Source: an optimization exercise on an open RTL-to-GDS flow (aim: small area and a short achievable clock period). Production flows keep margins and buffers that such runs may drop. Where RTL was checked, it was by simulation tests only, not by an equivalence proof against the original. Power figures rest on the tool's default switching activity, not on a simulated workload.

== 03-23 ==
==> module HWA, before the edit <==
module HWA(
    input [12:0]        in,
    input               clock_d,
    input               clock_s,
    output logic [12:0] out,
    output logic        done
);
localparam [10:0] SGN = 11'b01010001010;    
logic [11:0] l12 [0:21];
logic [9:0]  l10 [22:25];
logic [7:0]  l8  [26:29];
logic [5:0]  l6  [30:33];
logic [1:0]  l2  [34:37];
logic [11:0] q;       
logic [11:0] rq;      
logic        qlast;   
logic [10:0] seg2;    
logic [11:0] tapv;    
logic        sgn;     
logic        bit_r;   
VDC vdc(.clock(clock_d), .reset(clock_s), .cnt(q), .rev(rq), .nxt(), .last(qlast));
logic       nz10;     
logic [1:0] r34;
assign nz10 = |l6[33][3:0];
assign r34  = (l6[33][5:4] == 2'd3) ? 2'd3 : l6[33][5:4] + {1'b0, nz10};
logic [10:0] seg_n;
always_comb begin
    logic [11:0] ge;      
    ge[0]  = 1'b1;
    ge[1]  = q >= 12'd1;
    ge[2]  = q >= 12'd22;
    ge[3]  = q >= 12'd100;
    ge[4]  = q >= 12'd337;
    ge[5]  = q >= 12'd1280;
    ge[6]  = q >= 12'd2813;
    ge[7]  = q >= 12'd3755;
    ge[8]  = q >= 12'd3992;
    ge[9]  = q >= 12'd4070;
    ge[10] = q >= 12'd4091;
    ge[11] = q >= 12'd4094;   
    for (int s = 0; s < 11; s++) seg_n[s] = ge[s] & ~ge[s+1];
    seg_n[0] = seg_n[0] | ge[11];
end
logic [11:0] tapv_n;
always_comb
    tapv_n = ({12{seg2[0]}}  & {l2[37], 10'b0})
           | ({12{seg2[1]}}  & {l6[33], 6'b0})
           | ({12{seg2[2]}}  & {l8[29], 4'b0})
           | ({12{seg2[3]}}  & {l10[25], 2'b0})
           | ({12{seg2[4]}}  & l12[21])
           | ({12{seg2[5]}}  & l12[19])
           | ({12{seg2[6]}}  & l12[17])
           | ({12{seg2[7]}}  & l12[13])
           | ({12{seg2[8]}}  & l12[9])
           | ({12{seg2[9]}}  & l12[5])
           | ({12{seg2[10]}} & l12[1]);
logic gt;
always_comb begin
    logic [11:0] g1, e1;
    logic [5:0]  g2, e2;
    logic [2:0]  g3, e3;
    for (int i = 0; i < 12; i++) begin
        g1[i] = tapv[i] & ~rq[i];
        e1[i] = ~(tapv[i] ^ rq[i]);
    end
    for (int i = 0; i < 6; i++) begin
        g2[i] = g1[2*i+1] | (e1[2*i+1] & g1[2*i]);
        e2[i] = e1[2*i+1] & e1[2*i];
    end
    for (int i = 0; i < 3; i++) begin
        g3[i] = g2[2*i+1] | (e2[2*i+1] & g2[2*i]);
        e3[i] = e2[2*i+1] & e2[2*i];
    end
    gt = g3[2] | (e3[2] & g3[1]) | (e3[2] & e3[1] & g3[0]);
end
logic [12:0] acc_carry;
assign acc_carry[0] = bit_r;
for (genvar i = 1; i < 13; i++) begin : g_acc_carry
    assign acc_carry[i] = bit_r & (&out[i-1:0]);
end
always_ff @(posedge clock_d) begin
    if (clock_s) begin
        l12[0] <= in[11:0];
        for (int j = 1; j < 22; j++) l12[j] <= l12[j-1];
        l10[22] <= {l12[21][11:3], |l12[21][2:0]};
        for (int j = 23; j < 26; j++) l10[j] <= l10[j-1];
        l8[26] <= {l10[25][9:3], |l10[25][2:0]};
        for (int j = 27; j < 30; j++) l8[j] <= l8[j-1];
        l6[30] <= {l8[29][7:3], |l8[29][2:0]};
        for (int j = 31; j < 34; j++) l6[j] <= l6[j-1];
        l2[34] <= r34;
        for (int j = 35; j < 38; j++) l2[j] <= l2[j-1];
    end
end
always_ff @(posedge clock_d) begin
    if (clock_s) begin
        out   <= 13'd0;
        done  <= 1'b0;
        seg2  <= 11'd1;                    
        tapv  <= {l2[36], 10'b0};          
        sgn   <= SGN[0];
        bit_r <= |l2[36];                  
    end else begin
        out   <= out ^ acc_carry;
        done  <= qlast;
        seg2  <= seg_n;
        tapv  <= tapv_n;
        sgn   <= |(seg2 & SGN);
        bit_r <= gt ^ sgn;
    end
end
endmodule
clock: 6.5 ns
lec_check: 0
cap_margin: 20
core_margin: 2
core_utilization: 40
cts_cluster_diameter: 100
cts_cluster_size: 28
setup_slack_margin: 4.1
slew_margin: 20
synth_memory_max_bits: 32768
run.sh (not shown) runs the stock make flow with config.mk's settings and CLKGATE_MAP_FILE= SYNTH_SCRIPT=/design/flow/synth_recipe.tcl, a recipe that flattens the netlist after the stock synthesis.
03-23 ran to completion and came out clean on the timing, design-rule and antenna checks.
Modified inputs, 08-07 compared to 03-23
--- a/flow/design.v
+++ b/flow/design.v
@@ -34,50 +34,48 @@
 logic [5:0]  l6  [30:33];
 logic [1:0]  l2  [34:37];
 logic [11:0] q;       
 logic [11:0] rq;      
 logic        qlast;   
-logic [10:0] seg2;    
+logic [10:0] seg1;    
 logic [11:0] tapv;    
-logic        sgn;     
 logic        bit_r;   
 VDC vdc(.clock(clock_d), .reset(clock_s), .cnt(q), .rev(rq), .nxt(), .last(qlast));
 logic       nz10;     
 logic [1:0] r34;
 assign nz10 = |l6[33][3:0];
 assign r34  = (l6[33][5:4] == 2'd3) ? 2'd3 : l6[33][5:4] + {1'b0, nz10};
 logic [10:0] seg_n;
 always_comb begin
     logic [11:0] ge;      
     ge[0]  = 1'b1;
-    ge[1]  = q >= 12'd1;
-    ge[2]  = q >= 12'd22;
-    ge[3]  = q >= 12'd100;
-    ge[4]  = q >= 12'd337;
-    ge[5]  = q >= 12'd1280;
-    ge[6]  = q >= 12'd2813;
-    ge[7]  = q >= 12'd3755;
-    ge[8]  = q >= 12'd3992;
-    ge[9]  = q >= 12'd4070;
-    ge[10] = q >= 12'd4091;
-    ge[11] = q >= 12'd4094;   
+    ge[1]  = q >= 12'd2;
+    ge[2]  = q >= 12'd23;
+    ge[3]  = q >= 12'd101;
+    ge[4]  = q >= 12'd338;
+    ge[5]  = q >= 12'd1281;
+    ge[6]  = q >= 12'd2814;
+    ge[7]  = q >= 12'd3756;
+    ge[8]  = q >= 12'd3993;
+    ge[9]  = q >= 12'd4071;
+    ge[10] = q >= 12'd4092;
+    ge[11] = q == 12'd4095;   
     for (int s = 0; s < 11; s++) seg_n[s] = ge[s] & ~ge[s+1];
     seg_n[0] = seg_n[0] | ge[11];
 end
-logic [11:0] tapv_n;
 always_comb
-    tapv_n = ({12{seg2[0]}}  & {l2[37], 10'b0})
-           | ({12{seg2[1]}}  & {l6[33], 6'b0})
-           | ({12{seg2[2]}}  & {l8[29], 4'b0})
-           | ({12{seg2[3]}}  & {l10[25], 2'b0})
-           | ({12{seg2[4]}}  & l12[21])
-           | ({12{seg2[5]}}  & l12[19])
-           | ({12{seg2[6]}}  & l12[17])
-           | ({12{seg2[7]}}  & l12[13])
-           | ({12{seg2[8]}}  & l12[9])
-           | ({12{seg2[9]}}  & l12[5])
-           | ({12{seg2[10]}} & l12[1]);
+    tapv   = ({12{seg1[0]}}  & {l2[37], 10'b0})
+           | ({12{seg1[1]}}  & {l6[33], 6'b0})
+           | ({12{seg1[2]}}  & {l8[29], 4'b0})
+           | ({12{seg1[3]}}  & {l10[25], 2'b0})
+           | ({12{seg1[4]}}  & l12[21])
+           | ({12{seg1[5]}}  & l12[19])
+           | ({12{seg1[6]}}  & {l12[17][11:1], 1'b0})
+           | ({12{seg1[7]}}  & {l12[13][11:3], 3'b0})
+           | ({12{seg1[8]}}  & {l12[9][11:5], 5'b0})
+           | ({12{seg1[9]}}  & {l12[5][11:7], 7'b0})
+           | ({12{seg1[10]}} & {l12[1][11:10], 10'b0});
 logic gt;
 always_comb begin
     logic [11:0] g1, e1;
     logic [5:0]  g2, e2;
     logic [2:0]  g3, e3;
@@ -116,19 +114,15 @@
 end
 always_ff @(posedge clock_d) begin
     if (clock_s) begin
         out   <= 13'd0;
         done  <= 1'b0;
-        seg2  <= 11'd1;                    
-        tapv  <= {l2[36], 10'b0};          
-        sgn   <= SGN[0];
+        seg1  <= 11'd1;                    
         bit_r <= |l2[36];                  
     end else begin
         out   <= out ^ acc_carry;
         done  <= qlast;
-        seg2  <= seg_n;
-        tapv  <= tapv_n;
-        sgn   <= |(seg2 & SGN);
-        bit_r <= gt ^ sgn;
+        seg1  <= seg_n;
+        bit_r <= gt ^ |(seg1 & SGN);
     end
 end
 endmodule
### Flow results
- Against 03-23, 08-07 comes in 470 um^2 lower on post-synth design cell area.
- The core utilization of the finished layout of 08-07 exceeds that of 03-23 by 0.62 points.
- The hold slack was comparable across 08-07 and 03-23.
- Compared with 03-23, in 08-07 number of ordinary and repair buffers in the finished layout rose by 7, shortest clock period the worst path allows after layout went up 0.19 ns, post-synthesis instance total has decreased, power of the clock network stayed essentially flat.
Only the layout flow was run in 08-07; the RTL was not checked for function there.

separate check: timing with driven ports:
Ports are ideal in the flow. The routed layouts listed here were re-timed in OpenROAD. Step 1 sets driving cells, clkbuf_16 on the clock port and buf_2 on the other inputs (assumed; they add their load-dependent delay and slew). Step 2, shift: input delay + t, output delay - t, t = (earliest + latest rising clock arrival at the registers) / 2. This alone moves slack from input paths to output paths. a / b / c = ideal / step 1 / step 2; a / b = the first two.
run	t (ns)	slack for setup (ns)	worst setup path at the end	worst register clock-pin slew, ns
03-23	0.570	4.180 / 4.131 / 3.624	input to register	0.11 / 0.11
08-07	0.560	3.986 / 3.986 / 3.650	input to register	0.11 / 0.11
After both steps setup and hold are still met in every run listed. The setup slack of 03-23, which loses most, moves by -0.049 ns with the drivers and by -0.556 ns with both steps.
